From an optimization exercise on the open Yosys and OpenROAD flow, aimed at small area; shortcuts taken in it are not production practice.
Function not checked in this run: the RTL went through the layout flow alone.
Power is estimated from default activity; no workload was simulated.

<file path="flow/config.mk">
export PLATFORM = sky130hd
export DESIGN_NAME = poly_unit
export DESIGN_NICKNAME = poly_unit
export VERILOG_FILES = /design/flow/design.v
export SDC_FILE = /design/flow/constraint.sdc
export NUM_CORES = 4
export LEC_CHECK = 0
export CAP_MARGIN = 20
export CORE_MARGIN = 2
export CORE_UTILIZATION = 60
export SLEW_MARGIN = 20
</file>
<file path="flow/constraint.sdc">
create_clock -name core_clock -period 6.0 [get_ports {clk}]
set_input_delay 1.2000 -clock core_clock [delete_from_list [all_inputs] [get_ports {clk}]]
set_output_delay 1.2000 -clock core_clock [all_outputs]
set_load 0.01 [all_outputs]
</file>
<file path="flow/design.v">
module poly_unit(clk, resetn, go, data_in, data_result, hex0, hex1);
    input clk;
    input resetn;
    input go;
    input [7:0] data_in;
    output reg [7:0] data_result;
    output [6:0] hex0, hex1;
    reg [3:0] st;
    reg [7:0] a, r2, r3;
    wire [7:0] y;
    wire cyc  = st[3];
    wire cyc4 = st[3] & st[2];
    wire sh   = ~st[3] & ~st[0] & go;      
    wire adv  = cyc | (st[0] ^ go);
    wire ldc  = sh & st[2] & ~st[1];       
    wire ldx  = sh & st[2] & st[1];        
    wire upd  = ldc | ldx | cyc4;          
    always @(posedge clk) begin
        if (!resetn)
            st <= 4'd0;
        else if (cyc4)
            st <= 4'd0;
        else if (adv)
            st <= st + 4'd1;
    end
    always @(posedge clk) begin
        if (sh) begin
            r3 <= data_in;
            r2 <= r3;
        end
        a <= y;
    end
    wire [7:0] m = ({8{ldx}} & data_in) | ({8{cyc4}} & r3) | {7'd0, ~upd};
    wire [7:0] k = {8{upd}} & r2;
    always @(posedge clk) begin
        if (!resetn)
            data_result <= 8'd0;
        else if (cyc4)
            data_result <= y;
    end
    mac8 u_mac(.m(a), .q(m), .k(k), .y(y));
    hex7 h0(.h(data_result[3:0]), .s(hex0));
    hex7 h1(.h(data_result[7:4]), .s(hex1));
endmodule
module hex7(input [3:0] h, output [6:0] s);
    wire _00_, _01_, _02_, _03_, _04_, _05_, _06_, _07_, _08_, _09_, _10_, _11_, _12_, _13_, _14_, _15_, _16_, _17_, _18_, _19_, _20_, _21_, _22_, _23_, _24_, _25_, _26_, _27_, _28_, _29_, _30_, _31_, _32_, _33_, _34_, _35_, _36_, _37_, _38_;
    assign _00_ = (~h[2]);
    assign _01_ = (~h[3]);
    assign _02_ = (~h[1]&~h[0]);
    assign _03_ = (~h[1]) | (~h[0]);
    assign _04_ = (~_00_) | (~_03_);
    assign _05_ = (~_02_&~_04_);
    assign _06_ = (~_00_&~h[1]);
    assign _07_ = (~_01_&~_06_);
    assign _08_ = (~_01_&~_07_) | (~_06_&~_07_);
    assign s[5] = (h[0]&_08_) | (_05_&_08_);
    assign _09_ = (~_01_&~_05_);
    assign _10_ = (~h[0]&~_06_);
    assign _11_ = (~h[0]&~_10_) | (~_04_&~_10_);
    assign _12_ = (~h[3]&~_11_);
    assign s[3] = (~_09_&~_12_) | (~_00_&~_03_);
    assign _13_ = (~_02_&~s[3]);
    assign _14_ = (~_01_&~s[5]);
    assign s[2] = (_05_&_12_) | (h[2]&_14_);
    assign _15_ = (~_13_&~s[2]);
    assign s[1] = (~s[5]&~_15_);
    assign s[4] = (~_09_&~_10_);
    assign s[6] = (~_13_&_08_);
    assign s[0] = (~_03_&~h[2]&~_12_) | (~_03_&~_14_&~_12_) | (~_14_&~h[2]&~_12_) | (~_14_&~_14_&~_12_);
endmodule
module mac8(input [7:0] m, input [7:0] q, input [7:0] k, output [7:0] y);
    wire p1, p2, p3, p4, p5, p6, p7, p8, p9, p10, p11, p12, p13, p14, p15, p16, p17, p18, p19, p20, p21, p22, p23, p24, p25, p26, p27, p28, p29, p30, p31, p32, p33, p34, p35, p36, s37, c38, s39, c40, s41, c42, s43, c44, s45, c46, s47, c48, s49, c50, s51, c52, s53, c54, s55, c56, s57, c58, s59, c60, s61, c62, s63, c64, s65, c66, s67, c68, s69, c70, s71, c72, s73, c74, s75, c76, s77, c78, s79, c80, s81, c82, s83, c84, s85, c86, s87, c88, s89, c90, s91, c92, x93, x94, x95, x96, x97, x98, x99, x100, x101, x102, x103, x104, x105, x106, x107;
    assign p1 = m[0] & q[0];
    assign p2 = m[1] & q[0];
    assign p3 = m[2] & q[0];
    assign p4 = m[3] & q[0];
    assign p5 = m[4] & q[0];
    assign p6 = m[5] & q[0];
    assign p7 = m[6] & q[0];
    assign p8 = m[7] & q[0];
    assign p9 = m[0] & q[1];
    assign p10 = m[1] & q[1];
    assign p11 = m[2] & q[1];
    assign p12 = m[3] & q[1];
    assign p13 = m[4] & q[1];
    assign p14 = m[5] & q[1];
    assign p15 = m[6] & q[1];
    assign p16 = m[0] & q[2];
    assign p17 = m[1] & q[2];
    assign p18 = m[2] & q[2];
    assign p19 = m[3] & q[2];
    assign p20 = m[4] & q[2];
    assign p21 = m[5] & q[2];
    assign p22 = m[0] & q[3];
    assign p23 = m[1] & q[3];
    assign p24 = m[2] & q[3];
    assign p25 = m[3] & q[3];
    assign p26 = m[4] & q[3];
    assign p27 = m[0] & q[4];
    assign p28 = m[1] & q[4];
    assign p29 = m[2] & q[4];
    assign p30 = m[3] & q[4];
    assign p31 = m[0] & q[5];
    assign p32 = m[1] & q[5];
    assign p33 = m[2] & q[5];
    assign p34 = m[0] & q[6];
    assign p35 = m[1] & q[6];
    assign p36 = m[0] & q[7];
    assign s37 = k[0] ^ p1;
    assign c38 = k[0] & p1;
    assign s39 = k[1] ^ p2 ^ p9;
    assign c40 = (k[1] & p2) | (p9 & (k[1] ^ p2));
    assign s41 = c38 ^ s39;
    assign c42 = c38 & s39;
    assign s43 = k[2] ^ p10 ^ p16;
    assign c44 = (k[2] & p10) | (p16 & (k[2] ^ p10));
    assign s45 = p3 ^ c40 ^ s43;
    assign c46 = (p3 & c40) | (s43 & (p3 ^ c40));
    assign s47 = c42 ^ s45;
    assign c48 = c42 & s45;
    assign s49 = k[3] ^ p11 ^ p17;
    assign c50 = (k[3] & p11) | (p17 & (k[3] ^ p11));
    assign s51 = p22 ^ p4 ^ c44;
    assign c52 = (p22 & p4) | (c44 & (p22 ^ p4));
    assign s53 = s49 ^ c46 ^ s51;
    assign c54 = (s49 & c46) | (s51 & (s49 ^ c46));
    assign s55 = c48 ^ s53;
    assign c56 = c48 & s53;
    assign s57 = k[4] ^ p12 ^ p18;
    assign c58 = (k[4] & p12) | (p18 & (k[4] ^ p12));
    assign s59 = p23 ^ p27 ^ p5;
    assign c60 = (p23 & p27) | (p5 & (p23 ^ p27));
    assign s61 = c50 ^ s57 ^ s59;
    assign c62 = (c50 & s57) | (s59 & (c50 ^ s57));
    assign s63 = c52 ^ s61 ^ c54;
    assign c64 = (c52 & s61) | (c54 & (c52 ^ s61));
    assign s65 = c56 ^ s63;
    assign c66 = c56 & s63;
    assign s67 = k[5] ^ p13 ^ p19;
    assign c68 = (k[5] & p13) | (p19 & (k[5] ^ p13));
    assign s69 = p24 ^ p28 ^ p31;
    assign c70 = (p24 & p28) | (p31 & (p24 ^ p28));
    assign s71 = p6 ^ c58 ^ c60;
    assign c72 = (p6 & c58) | (c60 & (p6 ^ c58));
    assign s73 = s67 ^ s69 ^ c62;
    assign c74 = (s67 & s69) | (c62 & (s67 ^ s69));
    assign s75 = s71 ^ s73 ^ c64;
    assign c76 = (s71 & s73) | (c64 & (s71 ^ s73));
    assign s77 = c66 ^ s75;
    assign c78 = c66 & s75;
    assign s79 = k[6] ^ p14 ^ p20;
    assign c80 = (k[6] & p14) | (p20 & (k[6] ^ p14));
    assign s81 = p25 ^ p29 ^ p32;
    assign c82 = (p25 & p29) | (p32 & (p25 ^ p29));
    assign s83 = p34 ^ p7 ^ c68;
    assign c84 = (p34 & p7) | (c68 & (p34 ^ p7));
    assign s85 = c70 ^ s79 ^ s81;
    assign c86 = (c70 & s79) | (s81 & (c70 ^ s79));
    assign s87 = c72 ^ s83 ^ s85;
    assign c88 = (c72 & s83) | (s85 & (c72 ^ s83));
    assign s89 = c74 ^ s87 ^ c76;
    assign c90 = (c74 & s87) | (c76 & (c74 ^ s87));
    assign s91 = c78 ^ s89;
    assign c92 = c78 & s89;
    assign x93 = k[7] ^ p15;
    assign x94 = p21 ^ p26;
    assign x95 = p30 ^ p33;
    assign x96 = p35 ^ p36;
    assign x97 = p8 ^ x93;
    assign x98 = x94 ^ x95;
    assign x99 = x96 ^ c80;
    assign x100 = c82 ^ x97;
    assign x101 = x98 ^ x100;
    assign x102 = x99 ^ c84;
    assign x103 = c86 ^ x101;
    assign x104 = x102 ^ x103;
    assign x105 = c88 ^ x104;
    assign x106 = x105 ^ c90;
    assign x107 = c92 ^ x106;
    assign y = {x107, s91, s77, s65, s55, s47, s41, s37};
endmodule
</file>
<file path="flow/flow/run.sh">
#!/bin/bash
# The standard layout (standard.sh) with these changes to how it is made:
#  - synthesis is the standard flow's own script (synth_recipe.tcl) with two changes:
#    Yosys's synth also skips its quick ABC pass (-noabc, besides -nofsm
#    -noshare), extract_fa extracts only full adders (-fa), and the final
#    ABC technology mapping runs flow/abc_area.script, an area-oriented
#    script, without the weak _0 cells and clkinv_1, which have same-area
#    twins. Registers are mapped before ABC, so they are the standard
#    synthesis's.
#  - the port buffers are sky130_fd_sc_hd__buf_1;
#  - the clock tree uses clkbuf_4 in clusters of at most 8 sinks, with no
#    dummy loads.
# Each tool's output goes to a log of its own in this folder.
set -euo pipefail
work=$(pwd)
{
  echo 'proc synth {args} { yosys synth -nofsm -noshare -noabc {*}$args }'
  cat <<TCL
proc extract_fa {args} { yosys extract_fa -fa {*}\$args }
proc abc {args} {
  set i [lsearch -exact \$args -script]
  if { \$i >= 0 } {
    set args [lreplace \$args \$i [expr {\$i + 1}] -script $work/flow/abc_area.script]
  }
  # weak cells with a same-area _1 (or inv_1) twin: leave them out so that the
  # placer need not buffer their nets
  foreach c {o21ai_0 a21boi_0 and2_0 o311ai_0 or2_0 clkinv_1} {
    lappend args -dont_use sky130_fd_sc_hd__\$c
  }
  yosys abc {*}\$args
}
TCL
  # synth_recipe.tcl without its first line, the proc synth replaced above
  head -1 "$work/synth_recipe.tcl" | grep -q '^proc synth ' || { echo "unexpected synth_recipe.tcl" >&2; exit 1; }
  tail -n +2 "$work/synth_recipe.tcl"
} > "$work/area_synth.tcl"
args=("SYNTH_SCRIPT=$work/area_synth.tcl"
      "BUFFER_PORTS_ARGS=-buffer_cell sky130_fd_sc_hd__buf_1"
      "CTS_ARGS=-sink_clustering_enable -repair_clock_nets -dont_use_dummy_load -sink_clustering_size 8 -buf_list sky130_fd_sc_hd__clkbuf_4")
bash standard.sh "${args[@]}" synth > synth.log 2>&1
bash standard.sh "${args[@]}" finish > layout.log 2>&1
</file>
<file path="flow/flow/abc_area.script">
strash
dch -f
map -a
mfs2
strash
dch -f
map -a
mfs2
strash
dch -f
amap
</file>
<file path="flow/standard.sh">
#!/bin/bash
# synth_recipe.tcl (not shown) runs the flow's synth.tcl, then flattens the netlist and writes it again
# the make line also repeats each setting of config.mk as NAME=value (left out here)
make -C /OpenROAD-flow-scripts/flow DESIGN_CONFIG=/design/flow/config.mk WORK_HOME=/design/flow/orfs CLKGATE_MAP_FILE= SYNTH_SCRIPT=/design/flow/synth_recipe.tcl "${@:-finish}"
</file>
==> summary.txt <==
==> routing by layer <==
metal  share of wire, %  vias up  GRT usage [%]
met5                  0        -              0
met4                1.9        0           8.51
met3                5.4       11           6.08
met2                 49       49           44.7
met1                 43      856           34.5
li1                   -      928              -
==> final timing paths <==
kind                      startpoint                     endpoint  slack [ps]
setup / recovery                  go  data_result[7]$_SDFFE_PN0P_         370
hold / removal       r3[5]$_DFFE_PP_              r2[5]$_DFFE_PP_         460
setup reg to reg  st[3]$_SDFFE_PP0P_  data_result[7]$_SDFFE_PN0P_         730
hold reg to reg      r3[5]$_DFFE_PP_              r2[5]$_DFFE_PP_         460
==> power groups by stage <==
stage                     Sequential (W)  Combinational (W)  Clock [W]
final                           0.000277          0.0000586   0.000112
after global routing            0.000278          0.0000651   0.000127
after CTS                       0.000277          0.0000585   0.000115
after detailed placement        0.000282          0.0000584          0
after global placement          0.000282          0.0000555          0
after floorplan                 0.000281          0.0000404          0
==> state kept, by name, summed over array words and instances, names as in the netlist <==
name,flops
a,8
data_result,8
r2,8
r3,8
st,4
==> cell families after synthesis <==
family	share of synthesized area (%)
flops	39.9
fa+ha+maj	19.0
xor+xnor	0.793
compound gates	15.2
buf+inv	5.95
simple gates	19.1
==> cell type report <==
| cell class | instances | area [sq um] |
|---|---|---|
| multi-input cells | 183 | 1230 |
| fillers | 302 | 1090 |
| flip-flops and latches | 36 | 881 |
| repair buffers | 39 | 173 |
| inverters | 35 | 131 |
| well taps | 48 | 60.1 |
| clock buffers | 5 | 37.5 |
==> cell usage after synthesis <==
library cell / n / area, sq um
o211ai_1: 1 / 7.51
o32ai_1: 1 / 8.76
and3_1: 1 / 6.26
a22oi_1: 7 / 52.6
o21ai_1: 16 / 80.1
a21oi_1: 19 / 95.1
xnor2_1: 1 / 8.76
nor2_1: 70 / 263
nand2_1: 19 / 71.3
dfxtp_1: 20 / 400
edfxtp_1: 16 / 480
o221a_1: 1 / 11.3
a22o_1: 1 / 8.76
or2_1: 3 / 18.8
fa_1: 21 / 420
a211oi_1: 1 / 7.51
xor2_1: 1 / 8.76
a221oi_1: 1 / 8.76
nor2b_1: 9 / 56.3
o22ai_1: 9 / 56.3
inv_1: 35 / 131
nor3b_1: 1 / 7.51
==> per-stage QoR <==
stage / std cells / utilization (%) / power (W) / hold slack [ps] / instance area [sq um]
2_1_floorplan: 254 / - / 0.000321 / 427 / 2240
5_1_grt: 346 / 69.7 / 0.000470 / 486 / 2510
3_5_place_dp: 341 / 68.7 / 0.000341 / 433 / 2480
3_3_place_gp: 341 / 68.7 / 0.000337 / 437 / 2480
6_report: 346 / 69.7 / 0.000447 / 458 / 2510
4_1_cts: 346 / 69.7 / 0.000450 / 459 / 2510
==> out/qor.csv <==
stage;metric;value;unit
synth;ys_types;22;
routing;wire_per_inst;14.1;microns
power_and_ir_drop;net-switching-power;0.000117;W
timing;finalCritPeriodShare;93.8;%
clock_tree;clockRootBuffer;clkbuf_4;
synth;synth_fp_nets;286;
timing;max_slew_margin;65.0;%
clock_tree;insertion_delay;350;ps
routing;ant_nets;0;
synth;synth_cells;254;
finish;layout-drive-gt1-share;6.38;%
clock_tree;clock-sinks;36;
job;cap_viol_max_count;0;
die;dieArea;4180;sq um
routing;drt_pass1_iterations;4;
die;ios;33;
synth;synth_area_per_cell;8.70;sq um
power_and_ir_drop;p_int;0.000331;W
worst_setup_path;path_depth;22;
timing;fin_ws;372;ps
timing;timing.fmax;0.178;GHz
finish;antennaDiodeCount;0;
place;gp_congestion;0.857;
hold_path;hold_depth;0;
timing;hold_violations;0;
synth;ys.warnings.count;1;
place;place_ws;47.9;ps
routing;avgViaCountPerCell;5.33;
power_and_ir_drop;p_clk_share;25.1;%
timing;tightest_slew;524;ps
timing;grt_setup_unrepaired;no;
place;io_buffers;32;
timing;setup_violations;0;
timing;min_period;5630;ps
clock_tree;htree_levels;2;
worst_setup_path;startpoint_type;primary input;
place;dp_hpwl;3.91;mm
clock_tree;clk_pin_slew;100;ps
worst_setup_path;critPathMostFrequentCell;fa_1;
finish;mostFrequentLayoutCell;nor2_1;
clock_tree;numCtsBuffers;5;
worst_setup_path;path_buf_inv;2;
worst_setup_path;cp_data_arrival_time;5830;ps
power_and_ir_drop;leakage;1.05;nW
synth;ys_seq_area_share;39.9;%
worst_setup_path;slowest_stage;fa_1;
finish;area_growth_syn_to_layout;13.8;%
synth;ys_ff_latch;36;
routing;drt_iter0_markers;99;
clock_tree;tritoncts;built;
grt;grt_pass1_wl;8.20;mm
routing;routed_wl;4.87;mm
synth;synth.cell_area;2210;sq um
worst_setup_path;cp_top_family;adder cells;
grt;grt_max_degree;17;
grt;antenna_found_initial;0;
worst_setup_path;cp_slowest_stage_delay;460;ps
power_and_ir_drop;swShare;26.1;%
clock_tree;postCtsSetupRepairBufs;0;
power_and_ir_drop;power_density;178;nW/um^2
grt;grt_pass1_vias;1806;
worst_setup_path;reg2regPathDepth;23;
die;die_w;64.7;microns
clock_tree;ctsHoldBuffers;0;
timing;finalSetupTns;0;ps
grt;grt_overflow;0;
die;core-area;3610;sq um
hold_path;hp-class;reg2reg;
routing;vias;1844;
worst_setup_path;required;6200;ps
clock_tree;clock_path_buffers;2;
timing;skew;17.0;ps
outcome;status;complete, no violations;
clock_tree;ctsResizeCount;0;
power_and_ir_drop;pwr-share-seq;61.8;%
worst_setup_path;path_cells;buf_1, inv_1, or2_1, nor2_4, and3_4, a22oi_2, nor2_1, fa_1, fa_1, fa_1, fa_1, fa_1, fa_2, a21oi_2, nor2_1, a21oi_1, nor2_1, a21oi_1, xor2_1, nor2_1, a21oi_1, o22ai_1;
worst_setup_path;cp-end-kind;flop;
routing;drc;0;
worst_setup_path;path_class;in2reg;
grt;grt_usage;26.7;%
power_and_ir_drop;peakVddDrop;0.164;mV
finish;fin_nets;332;
power_and_ir_drop;combPwrFrac;13.1;%
finish;final_cell_mix;nor2_1 (69), inv_1 (35), buf_1 (32), fa_1 (20), dfxtp_1 (20);
die;start_util;61.3;%
die;rows;22;
worst_setup_path;cp_max_fo;8;
die;die_y;64.7;microns
timing;finalMaxSlewViolations;0;

-- afterwards: timing with drivers on the ports --
No port has a modelled driver above. Below, the same layout with a new extraction and two added sets of constraints.
Step 1: set_driving_cell puts a clkbuf_16 on clk and a buf_2 on each other input, an assumption about the parent block.
Step 2 times the ports against the registers' clock, not the clock port: input delays grow and output delays shrink by t, the midpoint of the rising clock arrivals with the driver on.
Three values: ideal, step 1, step 2; two values: the first two.
shift t [ns]: 0.362
setup slack, ns: 0.372 / 0.375 / 0.013
worst register clock-pin slew, ns: 0.10 / 0.10
pins driven straight from the clock port: 1
After both steps setup and hold are still met in this run. The setup slack of this run moves by +0.003 ns with the drivers and by -0.359 ns with both steps.
